What follows belongs to an exercise in optimizing a design on an open flow for small area, a short achievable clock period and few clock cycles per item; a production flow would make more cautious choices.
Only simulation tests tie the RTL to the original design; equivalence was not proved.

== the baseline ==
==> module RSA_Encryptor, before the edit <==
module RSA_Encryptor(private_key, public_key, message_val, clk, start, rst, cal_done, cal_val);
	input 	[63:0] 	private_key;	 
	input 	[63:0] 	public_key;		 
	input 	[63:0] 	message_val;	 
	input 			clk;
	input 			start;
	input 			rst;
	output	reg		cal_done;
	output	[63:0]	cal_val;
	localparam IDLE  = 3'd0;
	localparam SETUP = 3'd1;	 
	localparam DIV   = 3'd2;	 
	localparam MUL   = 3'd3;	 
	localparam CPA   = 3'd4;	 
	localparam FIX   = 3'd5;	 
	localparam M_SQ  = 2'd0;	 
	localparam M_MX  = 2'd1;	 
	localparam M_FIN = 2'd2;	 
	reg [2:0]  state;
	reg [1:0]  mode;
	reg        first;		 
	reg [7:0]  cnt;
	reg [6:0]  ecnt;		 
	reg [63:0] N;
	reg [63:0] E;
	reg [64:0] X;			 
	reg [64:0] A;			 
	reg [65:0] S;			 
	reg [65:0] C;
	reg        k;			 
	reg [2:0]  v;			 
	assign cal_val = A[63:0];
	reg [2:0]  ad;			 
	reg        idle;
	wire [65:0] cpa;
	cpa66 u_cpa(.a(S), .b(C), .ci(k), .s(cpa));
	wire [65:0] Sn, Cn;
	wire        kn;
	wire [2:0]  vn;
	wire [2:0]  dnext;
	wire [2:0]  abn = dnext * A[2:0];
	mont_step u_step(.S(S), .C(C), .v(v), .k(k), .a(ad), .abn(abn), .B(A), .N(N),
	                 .So(Sn), .Co(Cn), .ko(kn), .vo(vn));
	wire        ok  = ~cpa[65];
	wire [64:0] rem = ok ? cpa[64:0] : S[64:0];
	wire        ez  = ~|E;
	wire        divbit = ez ? (cnt == 8'd63) : (cnt[7:6] == 2'b00 && X[~cnt[5:0]]);
	wire [68:0] dsrc = (mode == M_MX) ? {4'b0, X} : {4'b0, A};
	assign      dnext = (mode == M_FIN) ? 3'd0 : dsrc[3*cnt[4:0]+3 +: 3];
	wire        nmx  = mode == M_SQ && E[63] && !first;
	wire        nfin = !nmx && ecnt <= 7'd1;
	wire [2:0]  d0   = nmx ? X[2:0] : (nfin ? 3'd1 : cpa[2:0]);
	wire [2:0]  ab0  = d0 * cpa[2:0];
	wire eshift = (state == SETUP || state == DIV) && !E[63] && ecnt != 7'd0;
	always @(posedge clk or posedge rst)
	begin
		if (rst)
		begin
			state    <= IDLE;
			idle     <= 1'b1;
			cal_done <= 1'b0;
		end
		else
		begin
			cal_done <= 1'b0;
			idle     <= 1'b0;
			case (state)
			IDLE:  if (start) state <= SETUP;
			       else idle <= 1'b1;
			SETUP: state <= DIV;
			DIV:   if (cnt == 8'd129) state <= CPA;
			MUL:   if (cnt == 8'd21) state <= CPA;
			CPA:   if (mode == M_FIN && !first) state <= FIX;
			       else state <= MUL;
			FIX:   begin
				cal_done <= 1'b1;
				idle     <= 1'b1;
				state    <= IDLE;
			end
			default: state <= IDLE;
			endcase
		end
	end
	always @(posedge clk)
	begin
		case (state)
		MUL:     begin S <= Sn; C <= Cn; k <= kn; end
		DIV:     begin
			S <= {rem, divbit};
			if (cnt == 8'd129) begin C <= 66'd0; k <= 1'b0; end
			else begin C <= {2'b11, ~N}; k <= 1'b1; end
		end
		SETUP:   begin S <= (N[63] && !ez) ? {3'b0, X[63:1]} : 66'd0; C <= {2'b11, ~N}; k <= 1'b1; end
		default: begin S <= 66'd0; C <= 66'd0; k <= 1'b0; end
		endcase
		if (idle)
		begin
			E    <= private_key;
			ecnt <= 7'd64;
		end
		else if (eshift)
		begin
			E    <= {E[62:0], 1'b0};
			ecnt <= ecnt - 7'd1;
		end
		else if (state == CPA && !(mode == M_FIN && !first) && !nmx && !nfin)
		begin
			E    <= {E[62:0], 1'b0};
			ecnt <= ecnt - 7'd1;
		end
		if (idle) N <= public_key;
		if (idle) X <= {1'b0, message_val};
		else if (state == CPA && first) X <= cpa[64:0];
		if (state == CPA) A <= cpa[64:0];
		else if (state == FIX) A <= (A == {1'b0, N}) ? 65'd0 : A;
		case (state)
		SETUP: cnt <= N[63] ? 8'd63 : 8'd0;
		DIV:   cnt <= cnt + 8'd1;
		MUL:   cnt <= cnt + 8'd1;
		default: cnt <= 8'd0;
		endcase
		if (state == DIV) first <= 1'b1;
		else if (state == CPA) first <= 1'b0;
		if (state == MUL)
		begin
			ad  <= dnext;
			v   <= vn;
		end
		else if (state == CPA)
		begin
			ad   <= d0;
			v    <= ab0;
			mode <= nmx ? M_MX : (nfin ? M_FIN : M_SQ);
		end
	end
endmodule
Settings: LEC_CHECK=0, CAP_MARGIN=20, CORE_MARGIN=2, CORE_UTILIZATION=40, SLEW_MARGIN=20; clock period 10.0 ns.
standard.sh (not shown) runs the stock make flow with config.mk's settings and CLKGATE_MAP_FILE= SYNTH_SCRIPT=/design/flow/synth_recipe.tcl, a recipe that flattens the netlist after the stock synthesis.
==> flow/flow/run.sh <==
#!/bin/bash
# Layout flow: the standard layout (standard.sh, unchanged synthesis),
# with two repair settings changed:
#  - the input and output ports are buffered with buf_2 cells instead of the
#    default pick, a slow delay buffer;
#  - repair_timing aims for SETUP_SLACK_MARGIN ns of extra setup slack.
# The clock period and all constraints are the standard flow's.
set -euo pipefail
MARGIN=6.5
bash standard.sh "BUFFER_PORTS_ARGS=-buffer_cell sky130_fd_sc_hd__buf_2" \
	"SETUP_SLACK_MARGIN=${MARGIN}" finish > standard.log 2>&1
Testbench counts of the baseline, summed over its fixed seeds: cycles 71,074, items 32.
Input-level comparison between the candidate and the baseline:
--- a/flow/design.v
+++ b/flow/design.v
@@ -79,51 +79,53 @@
 	input 	[63:0] 	public_key;		 
 	input 	[63:0] 	message_val;	 
 	input 			clk;
 	input 			start;
 	input 			rst;
 	output	reg		cal_done;
-	output	[63:0]	cal_val;
+	output	reg [63:0]	cal_val;
 	localparam IDLE  = 3'd0;
 	localparam SETUP = 3'd1;	 
 	localparam DIV   = 3'd2;	 
 	localparam MUL   = 3'd3;	 
 	localparam CPA   = 3'd4;	 
 	localparam FIX   = 3'd5;	 
 	localparam M_SQ  = 2'd0;	 
 	localparam M_MX  = 2'd1;	 
 	localparam M_FIN = 2'd2;	 
 	reg [2:0]  state;
 	reg [1:0]  mode;
 	reg        first;		 
+	reg        ph;			 
+	reg        sg;			 
 	reg [7:0]  cnt;
 	reg [6:0]  ecnt;		 
 	reg [63:0] N;
 	reg [63:0] E;
 	reg [64:0] X;			 
 	reg [64:0] A;			 
 	reg [65:0] S;			 
 	reg [65:0] C;
 	reg        k;			 
 	reg [2:0]  v;			 
-	assign cal_val = A[63:0];
 	reg [2:0]  ad;			 
 	reg        idle;
 	wire [65:0] cpa;
 	cpa66 u_cpa(.a(S), .b(C), .ci(k), .s(cpa));
 	wire [65:0] Sn, Cn;
 	wire        kn;
 	wire [2:0]  vn;
 	wire [2:0]  dnext;
 	wire [2:0]  abn = dnext * A[2:0];
 	mont_step u_step(.S(S), .C(C), .v(v), .k(k), .a(ad), .abn(abn), .B(A), .N(N),
 	                 .So(Sn), .Co(Cn), .ko(kn), .vo(vn));
-	wire        ok  = ~cpa[65];
-	wire [64:0] rem = ok ? cpa[64:0] : S[64:0];
+	wire        fast  = N[63] && S[65:63] == 3'd0;
+	wire        dstep = state == DIV && (fast || ph);
+	wire [64:0] rem   = (fast || sg) ? S[64:0] : A[64:0];
 	wire        ez  = ~|E;
-	wire        divbit = ez ? (cnt == 8'd63) : (cnt[7:6] == 2'b00 && X[~cnt[5:0]]);
+	wire        divbit = ez ? (cnt == 8'd63) : X[63];
 	wire [68:0] dsrc = (mode == M_MX) ? {4'b0, X} : {4'b0, A};
 	assign      dnext = (mode == M_FIN) ? 3'd0 : dsrc[3*cnt[4:0]+3 +: 3];
 	wire        nmx  = mode == M_SQ && E[63] && !first;
 	wire        nfin = !nmx && ecnt <= 7'd1;
 	wire [2:0]  d0   = nmx ? X[2:0] : (nfin ? 3'd1 : cpa[2:0]);
 	wire [2:0]  ab0  = d0 * cpa[2:0];
@@ -141,13 +143,13 @@
 			cal_done <= 1'b0;
 			idle     <= 1'b0;
 			case (state)
 			IDLE:  if (start) state <= SETUP;
 			       else idle <= 1'b1;
 			SETUP: state <= DIV;
-			DIV:   if (cnt == 8'd129) state <= CPA;
+			DIV:   if (dstep && cnt == 8'd129) state <= CPA;
 			MUL:   if (cnt == 8'd21) state <= CPA;
 			CPA:   if (mode == M_FIN && !first) state <= FIX;
 			       else state <= MUL;
 			FIX:   begin
 				cal_done <= 1'b1;
 				idle     <= 1'b1;
@@ -158,18 +160,18 @@
 		end
 	end
 	always @(posedge clk)
 	begin
 		case (state)
 		MUL:     begin S <= Sn; C <= Cn; k <= kn; end
-		DIV:     begin
+		DIV:     if (dstep)
+		begin
 			S <= {rem, divbit};
 			if (cnt == 8'd129) begin C <= 66'd0; k <= 1'b0; end
-			else begin C <= {2'b11, ~N}; k <= 1'b1; end
-		end
-		SETUP:   begin S <= (N[63] && !ez) ? {3'b0, X[63:1]} : 66'd0; C <= {2'b11, ~N}; k <= 1'b1; end
+		end
+		SETUP:   begin S <= 66'd0; C <= {2'b11, ~N}; k <= 1'b1; end
 		default: begin S <= 66'd0; C <= 66'd0; k <= 1'b0; end
 		endcase
 		if (idle)
 		begin
 			E    <= private_key;
 			ecnt <= 7'd64;
@@ -183,18 +185,21 @@
 		begin
 			E    <= {E[62:0], 1'b0};
 			ecnt <= ecnt - 7'd1;
 		end
 		if (idle) N <= public_key;
 		if (idle) X <= {1'b0, message_val};
+		else if (dstep)             X <= {X[63:0], 1'b0};
 		else if (state == CPA && first) X <= cpa[64:0];
-		if (state == CPA) A <= cpa[64:0];
-		else if (state == FIX) A <= (A == {1'b0, N}) ? 65'd0 : A;
+		if (state == CPA || (state == DIV && !dstep)) A <= cpa[64:0];
+		sg <= cpa[65];
+		ph <= state == DIV && !dstep;
+		cal_val <= (A == {1'b0, N}) ? 64'd0 : A[63:0];
 		case (state)
-		SETUP: cnt <= N[63] ? 8'd63 : 8'd0;
-		DIV:   cnt <= cnt + 8'd1;
+		SETUP: cnt <= 8'd0;
+		DIV:   if (dstep) cnt <= cnt + 8'd1;
 		MUL:   cnt <= cnt + 8'd1;
 		default: cnt <= 8'd0;
 		endcase
 		if (state == DIV) first <= 1'b1;
 		else if (state == CPA) first <= 1'b0;
 		if (state == MUL)
--- outcome ---
- After synthesis and placement, the instance count of the candidate is above that of the baseline.
- First-pass GRT wire length of the baseline is on par with the candidate.
- The candidate gives more routed wire length than the baseline did.
- The higher detailed route wirelength on metal2 came out of the candidate.
- Summary — final weighted congestion in routability-driven placement, the candidate relative to the baseline: lower, by about 2.4%.
Testbench counts of the candidate, summed over its fixed seeds: cycles 74,483, items 32.

[what the ideal ports hide]
In the flow no input, the clock included, has a driving cell. The finished layouts below were timed again as built, in two steps. Step 1 (the two cells are an assumption about what drives the block):
set clk [get_ports {clk}]
set_driving_cell -lib_cell sky130_fd_sc_hd__clkbuf_16 $clk
set_driving_cell -lib_cell sky130_fd_sc_hd__buf_2 [delete_from_list [all_inputs] $clk]
Step 2 moves the port delays by t, midway between the first and last clock arrival at a register: inputs arrive t later, outputs are due t later. That takes back most of the time a late clock gives input paths. Slacks: ideal ports / drivers / drivers and shift; pairs: ideal ports / drivers.
| run | t (ns) | slack for setup (ns) | worst setup path at the end |
|---|---|---|---|
| the baseline | 0.688 | 5.291 / 5.291 / 5.291 | register to register |
| the candidate | 0.711 | 5.379 / 5.379 / 5.379 | register to register |
After both steps setup and hold are still met in every run listed.
